What follows belongs to an exercise in optimizing a design on an open flow for small area, a short achievable clock period and few clock cycles; a production flow would make more cautious choices.
In this exercise RTL edits were held to simulation tests only and were not proved equivalent to the original.

--- constraint.sdc ---
create_clock -name core_clock -period 90.0 [get_ports {clk}]
set_input_delay 18.0000 -clock core_clock [delete_from_list [all_inputs] [get_ports {clk}]]
set_output_delay 18.0000 -clock core_clock [all_outputs]
set_load 0.01 [all_outputs]
--- design.v ---
module and2k(input a, input b, output y);
  assign y = a & b;
endmodule
module sfxzero(input [31:0] x, output [31:0] z);
  wire [31:0] l0 = ~x;
  wire [31:0] l1, l2, l3, l4, l5;
  genvar j;
  generate
    for (j = 0; j < 32; j = j + 1) begin : g
      if (j + 1 < 32) begin : a1 and2k u(l0[j], l0[j + 1], l1[j]); end else begin : b1 assign l1[j] = l0[j]; end
      if (j + 2 < 32) begin : a2 and2k u(l1[j], l1[j + 2], l2[j]); end else begin : b2 assign l2[j] = l1[j]; end
      if (j + 4 < 32) begin : a3 and2k u(l2[j], l2[j + 4], l3[j]); end else begin : b3 assign l3[j] = l2[j]; end
      if (j + 8 < 32) begin : a4 and2k u(l3[j], l3[j + 8], l4[j]); end else begin : b4 assign l4[j] = l3[j]; end
      if (j + 16 < 32) begin : a5 and2k u(l4[j], l4[j + 16], l5[j]); end else begin : b5 assign l5[j] = l4[j]; end
    end
  endgenerate
  assign z = l5;
endmodule
module expr_unit(
  input clk,
  input rst,
  input start,
  input [31:0] i1,
  input [31:0] i2,
  input [31:0] i3,
  output op_ready,
  output reg done,
  output [31:0] result
);
localparam SB = 4;                
localparam NG = (32 + SB - 1) / SB;  
localparam W  = SB * NG;
reg [31:0]   a_q, b_q, d_q;          
reg [31:0]   r_q;                    
reg [31:0]   acc_q;                  
reg [NG-1:0] grp_q;                  
reg          busy_q, first_q;
assign op_ready = ~busy_q;
assign result   = acc_q;
always @(posedge clk) begin
  a_q <= i1;
  b_q <= i2;
  d_q <= i3;
end
reg [31:0] az_q;
wire [31:0] az_in;
sfxzero u_az(.x(i1), .z(az_in));
always @(posedge clk) az_q <= az_in;
wire [32:0] az = {1'b1, az_q};
reg [NG-1:0] g1, need;
reg skq, mzp;
integer gi, pg, kk;
always @(*) begin
  for (gi = 0; gi < NG; gi = gi + 1) begin
    pg = W - SB * (gi + 1);
    skq = 1'b0;
    for (kk = 0; kk < 32; kk = kk + 1)
      if (pg + kk <= 32) skq = skq | (d_q[kk] & az[pg + kk]);
      else skq = skq | d_q[kk];
    mzp = (pg >= 32) ? 1'b1 : ~|((b_q & d_q) >> pg);
    need[gi] = (gi == NG - 1) | ~(skq & (az[pg > 32 ? 32 : pg] | mzp));
  end
  for (gi = 0; gi < NG; gi = gi + 1)
    g1[gi] = need[gi] & ((need & ((1 << gi) - 1)) == 0);
end
wire [NG-1:0] grp = first_q ? g1 : grp_q;
wire [31:0] m_w   = b_q & d_q;
wire        sel_m = (m_w <= a_q);
wire [31:0] x_w   = sel_m ? a_q : m_w;
wire [31:0] y_w   = sel_m ? m_w : a_q;
wire [31:0] s_w   = a_q + b_q;
wire [W-1:0] ap = {{(W-32){1'b0}}, a_q};
wire [W-1:0] yp = {{(W-32){1'b0}}, y_w};
reg [SB-1:0] abits, ybits;
reg [31:0]   rinit;
integer bi;
always @(*) begin
  abits = {SB{1'b0}};
  ybits = {SB{1'b0}};
  rinit = 32'd0;
  for (bi = 0; bi < NG; bi = bi + 1) begin
    abits = abits | (ap[W-1-SB*bi -: SB] & {SB{grp[bi]}});
    ybits = ybits | (yp[W-1-SB*bi -: SB] & {SB{grp[bi]}});
    rinit = rinit | ((a_q >> (W - SB * bi)) & {32{grp[bi]}});
  end
end
wire last = grp[NG-1];
reg [32:0] rr, t;
reg [31:0] rc;
reg [SB-1:0] q;
integer k;
always @(*) begin
  rc = first_q ? rinit : r_q;
  for (k = 0; k < SB; k = k + 1) begin
    rr = {rc, abits[SB-1-k]};
    t  = rr - {1'b0, d_q};
    q[SB-1-k] = ~t[32];
    rc = q[SB-1-k] ? t[31:0] : rr[31:0];
  end
end
reg [31:0] cs, cc, v, ns, nc, x0, x1;
integer j;
always @(*) begin
  cs = acc_q << SB;
  cc = 32'd0;
  for (j = 0; j < SB; j = j + 1) begin
    v  = ybits[j] ? (x_w << j) : 32'd0;
    ns = cs ^ cc ^ v;
    nc = (cs & cc) | (cs & v) | (cc & v);
    cs = ns;
    cc = {nc[30:0], 1'b0};
  end
  for (j = SB - 1; j >= 1; j = j - 1) begin
    v  = q[j] ? (s_w << j) : 32'd0;
    ns = cs ^ cc ^ v;
    nc = (cs & cc) | (cs & v) | (cc & v);
    cs = ns;
    cc = {nc[30:0], 1'b0};
  end
  x0 = cs + cc;
  ns = cs ^ cc ^ s_w;
  nc = (cs & cc) | (cs & s_w) | (cc & s_w);
  x1 = ns + {nc[30:0], 1'b0};
end
wire [31:0] acc_n = q[0] ? x1 : x0;
always @(posedge clk) begin
  if (busy_q) begin
    r_q   <= rc;
    acc_q <= acc_n;
    grp_q <= grp << 1;
  end else begin
    r_q   <= 32'd0;
    acc_q <= 32'd0;
  end
end
always @(posedge clk or posedge rst) begin
  if (rst) begin
    busy_q  <= 1'b0;
    first_q <= 1'b0;
    done    <= 1'b0;
  end else begin
    done    <= busy_q & last;
    first_q <= ~busy_q;
    if (~busy_q) busy_q <= start;
    else if (last) busy_q <= 1'b0;
  end
end
endmodule
--- config.mk ---
export PLATFORM = sky130hd
export DESIGN_NAME = expr_unit
export DESIGN_NICKNAME = expr_unit
export VERILOG_FILES = /design/flow/design.v
export SDC_FILE = /design/flow/constraint.sdc
export NUM_CORES = 4
export LEC_CHECK = 0
export CAP_MARGIN = 20
export CORE_MARGIN = 2
export CORE_UTILIZATION = 40
export SLEW_MARGIN = 20
export SYNTH_HIERARCHICAL = 1
--- run.sh ---
#!/bin/bash
# synth_recipe.tcl (not shown) runs the flow's synth.tcl, then flattens the netlist and writes it again
# the make line also repeats each setting of config.mk as NAME=value (left out here)
make -C /OpenROAD-flow-scripts/flow DESIGN_CONFIG=/design/flow/config.mk WORK_HOME=/design/flow/orfs CLKGATE_MAP_FILE= SYNTH_SCRIPT=/design/flow/synth_recipe.tcl finish
==> results of run 1 <==
critical path, delay by kind of cell, from the launching register on:
kind	cells	cell delay, ns
buffers and inverters	2	1.20
DFF	1	0.39
sequential cells by signal, indices dropped and copies added (netlist names):
register  cells
a_q          32
acc_q        32
b_q          32
d_q          32
r_q          32
az_q         28
grp_q         7
busy_q        1
done          1
first_q       1
cell type report:
cell class	count	area (um2)	share of cell area
diodes	1	2.502	0.00008059
clock buffers	17	425.4	0.01370
clock inverters	15	217.7	0.007011
inverters	438	1644	0.05295
multi-input cells	2758	22010	0.7089
flip-flops and latches	198	4050	0.1304
well taps	940	1176	0.03788
repair buffers	159	1524	0.04908
per-layer routing:
metal	GRT usage	routed length (um)
met1	0.3412	41850
met2	0.4275	43140
met3	0.03883	5959
met4	0.1316	5173
met5	0	0
stage by stage:
step           setup WS [ns]  hold WS [ns]
2_1_floorplan          70.75        0.6595
3_3_place_gp           70.44        0.7671
3_5_place_dp           70.42        0.7840
4_1_cts                69.86        0.7988
5_1_grt                69.81        0.8489
6_report               69.88        0.8094
path summary, 6_finish.rpt:
kind                            slack (ns)            endpoint        startpoint  cells after the start
worst max register to register       70.75  r_q[16]$_SDFF_PN0_   d_q[30]$_DFF_P_                     61
worst min register to register        0.81   first_q$_DFF_PP0_  busy_q$_DFF_PP0_                      1
min in group asynchronous            17.75    busy_q$_DFF_PP0_               rst                      2
max in group asynchronous            71.98   first_q$_DFF_PP0_               rst                      2
worst min-delay path                  0.81   first_q$_DFF_PP0_  busy_q$_DFF_PP0_                      1
worst max-delay path                 69.88            op_ready  busy_q$_DFF_PP0_                      2
==> run_results.csv, run 1 <==
group,metric,value,unit
status,status,"no timing/DRC/antenna violations",
grt,grt_overflow,0,
sta,setup_total_negative_slack,0,ns
yosys,syn_area,28240,um2
final_layout,final_cell_mix,"inv_1, nand2_1, ha_1, nor2_1, a21oi_1",
grt,grt_first_pass_wirelength,148800,um
placed_design,detailed_place.area,30410,um2
floorplanning,core_region_area,69910,um2
yosys,synth_cells,3521,
final_layout,fillers,7136,
clock_tree,cts_htree_levels,4,
placed_design,gpl_congestion,0.9999,
final_layout,final_nets,4160,
grt,global_route.usage.total,0.2634,
sta,final_max_slew_viol_count,0,
clock_tree,clk_transition_reported_paths,0.09,ns
clock_tree,cts_num_sinks,198,
clock_tree,cts_max_path_buffers,2,
final_layout,layout_commonest_cell,"inv_1",
route,finalWirelength,96130,um
clock_tree,cts_tree,"yes",
worst_setup_path,worstSetupPathType,"register to output port",
final_layout,final_cell_area,31050,um2
yosys,ys.warnings.count,7,
floorplanning,die_h,269.7,um
yosys,postSynthNetCount,4109,
grt,number_of_global_route_vias_before_repair,25360,
yosys,syn_avg_cell_area,8.020,um2
floorplanning,initial_utilization,0.4040,
sta,portion_of_the_clock_cycle_consumed_by_the_worst_path_in_the_final_layout,0.2236,
grt,grt_antenna_before_repair,1,
final_layout,final_cell_count_no_fill,4526,
sta,hold_viol_final,0,
hold_path,class_of_the_worst_hold_path,"register to register",
final_layout,syn_to_final_growth,9.960,%
clock_tree,cts-hold-fix-buffers,0,
worst_setup_path,worstSetupStartpointType,"register",
floorplanning,die_w,269.7,um
final_layout,post_route_cells_drive_above_1_share,0.05160,
floorplanning,core_rows,97,
route,dr.pass1.iters,10,
route,detailedRoute.firstIterationViolations,2479,
worst_setup_path,timing.critical_path.required,72.00,ns
sta,post-route-min-period,20.12,ns
floorplanning,floorplan.io_pins,133,
worst_setup_path,slowest_delay,0.67,ns
sta,max-slew-margin-rel,0.2326,
worst_setup_path,critical_path.cell_chain,"inv_2, clkdlybuf4s50_1",
sta,finalSetupViolations,0,
placed_design,placedCellCount,4493,
sta,grt_setup_unrepaired,"no",
route,antenna_violating_nets_post_route,0,
worst_setup_path,worst_setup_path_end_kind,"output port",
clock_tree,post_cts.repair.setup_buffers,0,
clock_tree,ctsRootBufferMaster,"clkbuf_16",
grt,grt_start_max_net_pins,57,
route,drc,0,
worst_setup_path,worst-path-max-fanout,28,
worst_setup_path,critPathSlowestCell,"clkdlybuf4s50_1",
job,drv.max_cap_violation_count,0,
clock_tree,clock_latency,0.52,ns
route,routed_wire_length_per_instance,21.24,um
floorplanning,die_area,72740,um2
route,vias_per_cell,5.705,
clock_tree,cts.repair.resized,0,
sta,timing.fmax,49.70,MHz
placed_design,dp_hpwl,78180,um
route,vias,25820,
sta,worst-slew-pin-transition,1.139,ns
sta,clock-skew-final,0.02736,ns
final_layout,fin_util,0.4442,
clock_tree,cts_made_buffers,17,
worst_setup_path,crit_arrival,2.12,ns
placed_design,portBuffers,132,
Testbench counts, summed over its fixed seeds: cycles 2,079.
==> run 2, diff against run 1 <==
--- a/design.v
+++ b/design.v
@@ -35,7 +35,8 @@
 reg [31:0]   acc_q;                  
 reg [NG-1:0] grp_q;                  
 reg          busy_q, first_q;
-assign op_ready = ~busy_q;
+reg          ready_q;                 
+assign op_ready = ready_q;
 assign result   = acc_q;
 always @(posedge clk) begin
   a_q <= i1;
@@ -101,7 +102,7 @@
 reg [31:0] cs, cc, v, ns, nc, x0, x1;
 integer j;
 always @(*) begin
-  cs = acc_q << SB;
+  cs = first_q ? 32'd0 : (acc_q << SB);
   cc = 32'd0;
   for (j = 0; j < SB; j = j + 1) begin
     v  = ybits[j] ? (x_w << j) : 32'd0;
@@ -124,14 +125,13 @@
 end
 wire [31:0] acc_n = q[0] ? x1 : x0;
 always @(posedge clk) begin
-  if (busy_q) begin
-    r_q   <= rc;
-    acc_q <= acc_n;
-    grp_q <= grp << 1;
-  end else begin
-    r_q   <= 32'd0;
-    acc_q <= 32'd0;
-  end
+  r_q   <= rc;
+  acc_q <= acc_n;
+  grp_q <= grp << 1;
+end
+always @(posedge clk or posedge rst) begin
+  if (rst) ready_q <= 1'b1;
+  else     ready_q <= busy_q ? last : ~start;
 end
 always @(posedge clk or posedge rst) begin
   if (rst) begin
==> run 2 against run 1 <==
- critical path type is now register to register
- clock skew down 0.0037 ns
- die area is 3.0% lower
- non-clock buffer count is 8 higher
- routed wire length decreased by 1.0%
- still clean
- maximum frequency grew 0.74%
- global-route usage increased by 0.71 points
- critical path depth is 61 higher
- core utilization up 0.36 points
- synthesized cell count decreased by 3.8%
- cell count down 4.2%
==> run_results.csv, run 2 <==
group,metric,value,unit
status,status,"no timing/DRC/antenna violations",
placed_design,dp_hpwl,77670,um
worst_setup_path,worst-path-max-fanout,56,
grt,grt_start_max_net_pins,57,
worst_setup_path,critPathSlowestCell,"xnor2_4",
sta,hold_viol_final,0,
worst_setup_path,crit_arrival,20.35,ns
sta,finalSetupViolations,0,
final_layout,multi_input_area,21400,um2
route,drc,0,
worst_setup_path,worstSetupPathType,"register to register",
worst_setup_path,path_delay_family,"compound AO/OA/AOI/OAI gates",
grt,grt_antenna_before_repair,3,
floorplanning,die_h,265.6,um
final_layout,fillers,6796,
route,vias,24800,
grt,grt_overflow,0,
worst_setup_path,timing.critical_path.required,90.37,ns
final_layout,final_nets,4039,
route,antenna_violating_nets_post_route,0,
grt,global_route.usage.total,0.2705,
floorplanning,core_rows,95,
clock_tree,post_cts.repair.setup_buffers,0,
sta,timing.fmax,50.07,MHz
final_layout,layout_commonest_cell,"inv_1",
clock_tree,cts_num_sinks,199,
clock_tree,cts_max_path_buffers,2,
final_layout,area_used_by_sequential_logic_in_the_layout,4006,um2
yosys,syn_area,27370,um2
route,dr.pass1.iters,9,
sta,worst-slew-pin-transition,1.044,ns
worst_setup_path,critical_path_depth,63,
grt,grt_first_pass_wirelength,145600,um
sta,final_max_slew_viol_count,0,
placed_design,placedCellCount,4305,
floorplanning,initial_utilization,0.4061,
final_layout,final_cell_count_no_fill,4338,
grt,number_of_global_route_vias_before_repair,24460,
yosys,syn_avg_cell_area,8.083,um2
worst_setup_path,worstPathBufferInverterCount,8,
sta,max-slew-margin-rel,0.3037,
final_layout,final_cell_mix,"inv_1, nand2_1, ha_1, nor2_1, a21oi_1",
clock_tree,cts_tree,"yes",
clock_tree,clk_transition_reported_paths,0.08,ns
yosys,synth_cells,3386,
clock_tree,clock_latency,0.51,ns
clock_tree,cts.repair.resized,0,
worst_setup_path,worst_r2r_endpoint,"acc_q[22]$_DFF_P_",
hold_path,whs_path_depth,1,
clock_tree,cts_made_buffers,17,
placed_design,gpl_congestion,1.100,
clock_tree,cts-hold-fix-buffers,0,
route,finalWirelength,95120,um
hold_path,class_of_the_worst_hold_path,"register to register",
floorplanning,die_area,70530,um2
floorplanning,floorplan.io_pins,133,
yosys,ys.warnings.count,7,
worst_setup_path,regToRegStartpoint,"d_q[30]$_DFF_P_",
sta,post-route-min-period,19.97,ns
final_layout,syn_to_final_growth,10.28,%
final_layout,fin_util,0.4478,
sta,clock-skew-final,0.02366,ns
final_layout,post_route_cells_drive_above_1_share,0.04936,
worst_setup_path,setup.worst_path.start,"d_q[30]$_DFF_P_",
worst_setup_path,timing.critical_path.to,"acc_q[22]$_DFF_P_",
worst_setup_path,reg2regPathDepth,63,
route,routed_wire_length_per_instance,21.93,um
worst_setup_path,worstSetupStartpointType,"register",
floorplanning,die_w,265.6,um
job,drv.max_cap_violation_count,0,
sta,portion_of_the_clock_cycle_consumed_by_the_worst_path_in_the_final_layout,0.2219,
worst_setup_path,worst-r2r-setup-slack,70.03,ns
worst_setup_path,slowest_delay,0.86,ns
sta,grt_setup_unrepaired,"no",
placed_design,portBuffers,132,
yosys,postSynthNetCount,3974,
route,vias_per_cell,5.716,
clock_tree,ctsRootBufferMaster,"clkbuf_16",
floorplanning,core_region_area,67400,um2
worst_setup_path,worst_setup_path_end_kind,"register",
clock_tree,cts_htree_levels,4,
sta,setup_total_negative_slack,0,ns
route,detailedRoute.firstIterationViolations,2594,
run 2: changes by cell type in the layout (fill, tap and decap cells not counted), moves of 27 or more:
cell / before / now
a211oi_1: 45 / 17
a22oi_1: 54 / 82
inv_1: 436 / 396
mux2i_1: 43 / 16
run 2: through the flow:
step	hold WS, ns	area, um2	setup WS [ns]
floorplan	0.4060	27370	71.14
detailed placement	0.4320	29570	70.37
CTS	0.4414	30180	70.31
finish	0.4414	30180	70.03
global placement	0.4235	29570	70.46
global route	0.4553	30180	68.56
run 2: cell type report:
type,instances,area share
clock buffer,20,0.01513
multi-input combinational,2669,0.7089
clock inverter,12,0.005140
tap,873,0.03619
sequential,199,0.1327
antenna,1,0.00008291
timing repair buffer,167,0.05248
inverter,397,0.04937
run 2: metal layers:
metal | track usage | share of wire | routed length [um]
met1 | 0.3688 | 0.45 | 42820
met2 | 0.4280 | 0.44 | 41620
met3 | 0.05804 | 0.080 | 7633
met4 | 0.08245 | 0.030 | 2895
met5 | 0 | 0.0016 | 149
run 2: worst min-delay path by stage:
stage / start / end
floorplan: busy_q$_DFF_PP0_ / first_q$_DFF_PP0_
CTS: busy_q$_DFF_PP0_ / first_q$_DFF_PP0_
global route: busy_q$_DFF_PP0_ / first_q$_DFF_PP0_
finish: busy_q$_DFF_PP0_ / first_q$_DFF_PP0_
global placement: busy_q$_DFF_PP0_ / first_q$_DFF_PP0_
detailed placement: busy_q$_DFF_PP0_ / first_q$_DFF_PP0_
run 2: worst register-to-register path: cells and delay by family (launching register included):
kind / cells / cell delay [ns]
compound gates: 34 / 9.25
fa+ha+maj: 5 / 1.71
xor+xnor: 3 / 1.19
mux: 5 / 1.91
simple gates: 8 / 2.45
buf+inv: 8 / 2.87
flops: 1 / 0.47
Testbench counts of run 2, summed over its fixed seeds: cycles 2,079.
==> run 3, diff against run 2 <==
==> flow/run.sh (new file) <==
#!/bin/bash
# The standard layout (standard.sh: the ORFS flow with the standard
# synthesis), with the port buffers that ORFS inserts made plain buf_2
# cells instead of the delay buffers buffer_ports picks by default.
set -euo pipefail
export BUFFER_PORTS_ARGS="-buffer_cell sky130_fd_sc_hd__buf_2"
bash standard.sh > flow.log 2>&1
==> standard.sh (new file) <==
#!/bin/bash
# synth_recipe.tcl (not shown) runs the flow's synth.tcl, then flattens the netlist and writes it again
# the make line also repeats each setting of config.mk as NAME=value (left out here)
make -C /OpenROAD-flow-scripts/flow DESIGN_CONFIG=/design/flow/config.mk WORK_HOME=/design/flow/orfs CLKGATE_MAP_FILE= SYNTH_SCRIPT=/design/flow/synth_recipe.tcl "${@:-finish}"
removed: run.sh
==> run 3 against run 2 <==
- still clean
- first-iteration DRC count fell by 1.2%
- area after synthesis did not move
- via count fell by 0.81%
- maximum frequency rose by 0.94%
- sequential share of layout area rose by 0.32 points
- core utilization fell by 1.0 points
- register-to-register slack improved by 0.19 ns
- non-clock buffer count fell by 7
- design area fell by 2.3%
- clock skew barely moved
==> run_results.csv, run 3 <==
group,metric,value,unit
status,status,"no timing/DRC/antenna violations",
yosys,ys.warnings.count,7,
final_layout,fillers,6843,
floorplanning,die_w,265.6,um
grt,grt_first_pass_wirelength,144500,um
worst_setup_path,worst_setup_path_end_kind,"register",
worst_setup_path,slowest_delay,0.79,ns
hold_path,whs_path_depth,1,
worst_setup_path,worstSetupPathType,"register to register",
sta,portion_of_the_clock_cycle_consumed_by_the_worst_path_in_the_final_layout,0.2198,
route,top_signal_layer_used,"met4",
worst_setup_path,regToRegStartpoint,"d_q[30]$_DFF_P_",
worst_setup_path,timing.critical_path.required,90.41,ns
worst_setup_path,worstSetupStartpointType,"register",
sta,timing.fmax,50.54,MHz
route,met2_length,41170,um
worst_setup_path,worst_r2r_endpoint,"acc_q[31]$_DFF_P_",
final_layout,post_route_cells_drive_above_1_share,0.08591,
route,met3RoutedLength,7809,um
placed_design,placedCellCount,4298,
floorplanning,initial_utilization,0.4061,
worst_setup_path,reg2regPathDepth,64,
sta,max-slew-margin-rel,0.3483,
grt,grt_start_max_net_pins,57,
clock_tree,ctsRootBufferMaster,"clkbuf_16",
floorplanning,floorplan.io_pins,133,
route,finalWirelength,94410,um
floorplanning,die_area,70530,um2
final_layout,multi_input_area,21400,um2
clock_tree,cts_htree_levels,4,
yosys,postSynthNetCount,3974,
sta,hold_viol_final,0,
floorplanning,die_h,265.6,um
route,vias_per_cell,5.679,
placed_design,gpl_congestion,1.094,
clock_tree,cts_num_sinks,199,
route,drc,0,
clock_tree,clk_transition_reported_paths,0.09,ns
sta,finalSetupViolations,0,
floorplanning,core_rows,95,
route,vias,24600,
sta,post-route-min-period,19.79,ns
sta,grt_setup_unrepaired,"no",
route,detailedRoute.firstIterationViolations,2563,
job,drv.max_cap_violation_count,0,
hold_path,whs_endpoint,"first_q$_DFF_PP0_",
worst_setup_path,worst-path-max-fanout,43,
grt,grt_antenna_before_repair,5,
final_layout,final_cell_count_no_fill,4331,
clock_tree,cts_tree,"yes",
grt,number_of_global_route_vias_before_repair,24030,
final_layout,final_cell_mix,"inv_1, nand2_1, ha_1, nor2_1, a21oi_1",
placed_design,portBuffers,132,
final_layout,fin_util,0.4374,
yosys,synth_cells,3386,
worst_setup_path,critPathSlowestCell,"xnor2_4",
hold_path,class_of_the_worst_hold_path,"register to register",
route,dr.pass1.iters,10,
floorplanning,core_region_area,67400,um2
route,routed_wire_length_per_instance,21.80,um
sta,worst-slew-pin-transition,0.9775,ns
sta,final.hold.worst_slack,0.4223,ns
sta,setup_total_negative_slack,0,ns
route,antenna_violating_nets_post_route,0,
sta,clock-skew-final,0.02351,ns
placed_design,dp_hpwl,77300,um
final_layout,layout_commonest_cell,"inv_1",
grt,global_route.usage.total,0.2684,
hold_path,hold_start,"busy_q$_DFF_PP0_",
clock_tree,clock_latency,0.52,ns
worst_setup_path,crit_arrival,20.20,ns
clock_tree,cts.repair.resized,0,
final_layout,final_nets,4032,
clock_tree,cts-hold-fix-buffers,0,
yosys,syn_avg_cell_area,8.083,um2
grt,grt_overflow,0,
final_layout,area_used_by_sequential_logic_in_the_layout,4006,um2
clock_tree,post_cts.repair.setup_buffers,0,
final_layout,syn_to_final_growth,7.721,%
worst_setup_path,worst-r2r-setup-slack,70.21,ns
yosys,syn_area,27370,um2
route,drt-met1-wl,42710,um
clock_tree,cts_max_path_buffers,2,
sta,final_max_slew_viol_count,0,
worst_setup_path,path_common_cell,"o21ai_0",
clock_tree,cts_made_buffers,17,
## run 3: layer usage
metal | vias up | GRT usage
li1 | 11750 | -
met1 | 11670 | 0.3709
met2 | 986 | 0.4173
met3 | 186 | 0.06045
met4 | 0 | 0.07956
met5 | - | 0
## run 3: worst max-delay path by stage
stage / slack (ns) / endpoint / startpoint
2_1_floorplan: 71.14 / az_q[16]$_DFF_P_ / i1[31]
3_5_place_dp: 70.57 / acc_q[31]$_DFF_P_ / d_q[30]$_DFF_P_
3_3_place_gp: 70.52 / acc_q[31]$_DFF_P_ / d_q[30]$_DFF_P_
4_1_cts: 70.49 / acc_q[31]$_DFF_P_ / d_q[30]$_DFF_P_
5_1_grt: 68.61 / acc_q[31]$_DFF_P_ / d_q[1]$_DFF_P_
6_report: 70.21 / acc_q[31]$_DFF_P_ / d_q[30]$_DFF_P_
## run 3: cell type report
type,count,share of cell area
inverter,397,0.05055
multi-input combinational,2669,0.7257
timing repair buffer,160,0.02954
tap,873,0.03705
clock buffer,18,0.01490
clock inverter,14,0.006281
antenna,1,0.00008488
sequential,199,0.1359
## run 3: metrics by stage
stage / setup WS (ns) / area [um2]
after floorplan: 71.14 / 27370
after global placement: 70.52 / 28860
after detailed placement: 70.57 / 28860
after CTS: 70.49 / 29480
after global routing: 68.61 / 29480
final: 70.21 / 29480
## run 3: worst max-delay path: cells and delay by family (launching register included)
family | cells | cell delay, ns
mux | 4 | 1.07
xor+xnor | 5 | 1.41
fa+ha+maj | 7 | 2.72
simple gates | 8 | 2.31
compound gates | 34 | 9.69
flops | 1 | 0.46
buf+inv | 6 | 1.83
==> run 4, diff against run 3 <==
==> flow/run.sh (replaced) <==
#!/bin/bash
# The standard layout (standard.sh: the ORFS flow with the standard
# synthesis), with
#  - the port buffers that ORFS inserts made plain buf_2 cells instead of
#    the delay buffers buffer_ports picks by default;
#  - ORFS's own timing repair (after CTS and after global routing) asked to
#    keep a setup slack margin, so that it sizes the few paths that set the
#    achieved period instead of stopping as soon as the 90 ns clock is met.
set -euo pipefail
export BUFFER_PORTS_ARGS="-buffer_cell sky130_fd_sc_hd__buf_2"
export SETUP_SLACK_MARGIN=70.9
bash standard.sh > flow.log 2>&1
==> run 4 against run 3 <==
- critical endpoint is now op_ready
- sequential share of layout area down 0.055 points
- via count increased by 0.23%
- count of clock-buffer cells in the layout unchanged
- flip-flop and latch count unchanged
- design area increased by 0.53%
- hold slack got worse by 0.0023 ns
- core utilization rose by 0.23 points
- critical path depth fell by 63
==> run_results.csv, run 4 <==
group,metric,value,unit
sta,hold_viol_final,0,
placed_design,portBuffers,132,
sta,post-route-min-period,19.12,ns
clock_tree,cts_htree_levels,4,
worst_setup_path,worstSetupPathType,"register to output port",
final_layout,final_cell_area,29640,um2
final_layout,fillers,6824,
yosys,synth_cells,3386,
yosys,postSynthNetCount,3974,
placed_design,detailed_place.area,28860,um2
sta,final_max_slew_viol_count,0,
clock_tree,clock_latency,0.52,ns
sta,timing.fmax,52.29,MHz
sta,finalSetupViolations,0,
job,drv.max_cap_violation_count,0,
grt,global_route.usage.total,0.2695,
clock_tree,cts_made_buffers,17,
final_layout,multi_input_area,21490,um2
final_layout,post_route_cells_drive_above_1_share,0.09017,
grt,grt_overflow,0,
grt,grt_first_pass_wirelength,145000,um
route,vias_per_cell,5.686,
worst_setup_path,slowest_delay,0.53,ns
worst_setup_path,worstSetupStartpointType,"register",
placed_design,placedCellCount,4298,
floorplanning,core_rows,95,
worst_setup_path,path_delay_family,"flip-flops",
clock_tree,ctsRootBufferMaster,"clkbuf_16",
worst_setup_path,worst-path-max-fanout,1,
yosys,ys.warnings.count,7,
final_layout,final_nets,4035,
worst_setup_path,critical_path.cell_chain,"buf_6",
final_layout,final_cell_count_no_fill,4336,
route,drc,0,
worst_setup_path,timing.critical_path.required,72.00,ns
final_layout,layout_commonest_cell,"inv_1",
floorplanning,die_h,265.6,um
floorplanning,floorplan.io_pins,133,
sta,worst-slew-pin-transition,0.9930,ns
sta,max-slew-margin-rel,0.3380,
route,detailedRoute.firstIterationViolations,2654,
route,dr.pass1.iters,10,
floorplanning,die_area,70530,um2
worst_setup_path,crit_arrival,1.12,ns
sta,setup_total_negative_slack,0,ns
route,finalWirelength,94980,um
grt,number_of_global_route_vias_before_repair,24070,
clock_tree,cts_num_sinks,199,
status,status,"no timing/DRC/antenna violations",
placed_design,dp_hpwl,77300,um
route,antenna_violating_nets_post_route,0,
worst_setup_path,critPathSlowestCell,"dfstp_2",
final_layout,syn_to_final_growth,8.293,%
route,routed_wire_length_per_instance,21.91,um
floorplanning,initial_utilization,0.4061,
clock_tree,cts-hold-fix-buffers,0,
final_layout,area_used_by_sequential_logic_in_the_layout,4011,um2
clock_tree,cts_tree,"yes",
floorplanning,core_region_area,67400,um2
final_layout,final_cell_mix,"inv_1, nand2_1, ha_1, nor2_1, a21oi_1",
floorplanning,die_w,265.6,um
grt,grt_start_max_net_pins,57,
clock_tree,cts_max_path_buffers,2,
worst_setup_path,worst_setup_path_end_kind,"output port",
yosys,syn_area,27370,um2
placed_design,gpl_congestion,1.094,
route,vias,24650,
sta,grt_setup_unrepaired,"yes",
clock_tree,clk_transition_reported_paths,0.09,ns
sta,clock-skew-final,0.02523,ns
sta,portion_of_the_clock_cycle_consumed_by_the_worst_path_in_the_final_layout,0.2125,
grt,grt_antenna_before_repair,5,
worst_setup_path,worstPathBufferInverterCount,1,
hold_path,class_of_the_worst_hold_path,"register to register",
yosys,syn_avg_cell_area,8.083,um2
==> run 4: changes by cell type in the layout (fill, tap and decap cells not counted), sizes merged <==
cell / before / now
xnor2: 142 / 143
diode: 1 / 3
clkbuf: 18 / 19
buf: 160 / 161
==> run 4: worst paths after layout <==
kind / depth (start not counted) / slack, ns / to / startpoint
max in group asynchronous: 2 / 72.40 / ready_q$_DFF_PP1_ / rst
worst min-delay path: 1 / 0.42 / first_q$_DFF_PP0_ / busy_q$_DFF_PP0_
min in group asynchronous: 2 / 17.35 / first_q$_DFF_PP0_ / rst
worst min register to register: 1 / 0.42 / first_q$_DFF_PP0_ / busy_q$_DFF_PP0_
worst max-delay path: 1 / 70.88 / op_ready / ready_q$_DFF_PP1_
worst max register to register: 67 / 71.59 / acc_q[31]$_DFF_P_ / d_q[16]$_DFF_P_
==> run 4: routing by layer <==
metal,part of all wire,vias to the layer above,track usage
met5,0.0010,-,0
met4,0.033,2,0.08017
met3,0.086,224,0.06091
met2,0.43,1024,0.4198
met1,0.45,11630,0.3715
li1,-,11770,-
==> run 4: cell type report <==
cell class                      instances  share of cell area
Clock buffer                           18             0.01482
Multi-Input combinational cell       2670              0.7250
Timing Repair Buffer                  162             0.03120
Antenna cell                            3           0.0002533
Inverter                              397             0.05028
Sequential cell                       199              0.1353
Clock inverter                         14            0.006248
Tap cell                              873             0.03685
==> run 4: through the flow <==
step	utilization	setup WS [ns]	hold WS [ns]
3_3_place_gp	0.4281	70.52	0.4238
5_1_grt	0.4397	70.84	0.4502
4_1_cts	0.4379	70.84	0.4276
3_5_place_dp	0.4281	70.57	0.4262
6_report	0.4398	70.88	0.4199
2_1_floorplan	-	71.14	0.4060
==> run 4: repair_timing <==
action                                  CTS  global route
resized for setup                         3            24
cloned                                    1             0
endpoints found under the setup margin   34            66
pin swaps                                 1             1
setup buffers                             1             1

re-timing with driven ports:
No port has a modelled driver above. Below, the same layouts with a new extraction and two added sets of constraints. Step 1: set_driving_cell puts a clkbuf_16 on clk and a buf_2 on each other input, an assumption about the parent block. Step 2, shift: input delay + t, output delay - t, t = (earliest + latest rising clock arrival at the registers) / 2. This alone moves slack from input paths to output paths. Three values: no drivers, after step 1, after step 2; two values: the first two.
run	shift t [ns]	setup WS [ns]	worst data-port slew with drivers (ns)
run 1	0.575	69.880 / 69.811 / 70.386	0.06
run 2	0.554	70.027 / 70.027 / 70.027	0.06
run 3	0.569	70.214 / 70.214 / 70.214	0.06
run 4	0.571	70.878 / 70.818 / 70.915	0.06
After both steps every run listed still meets setup and hold.
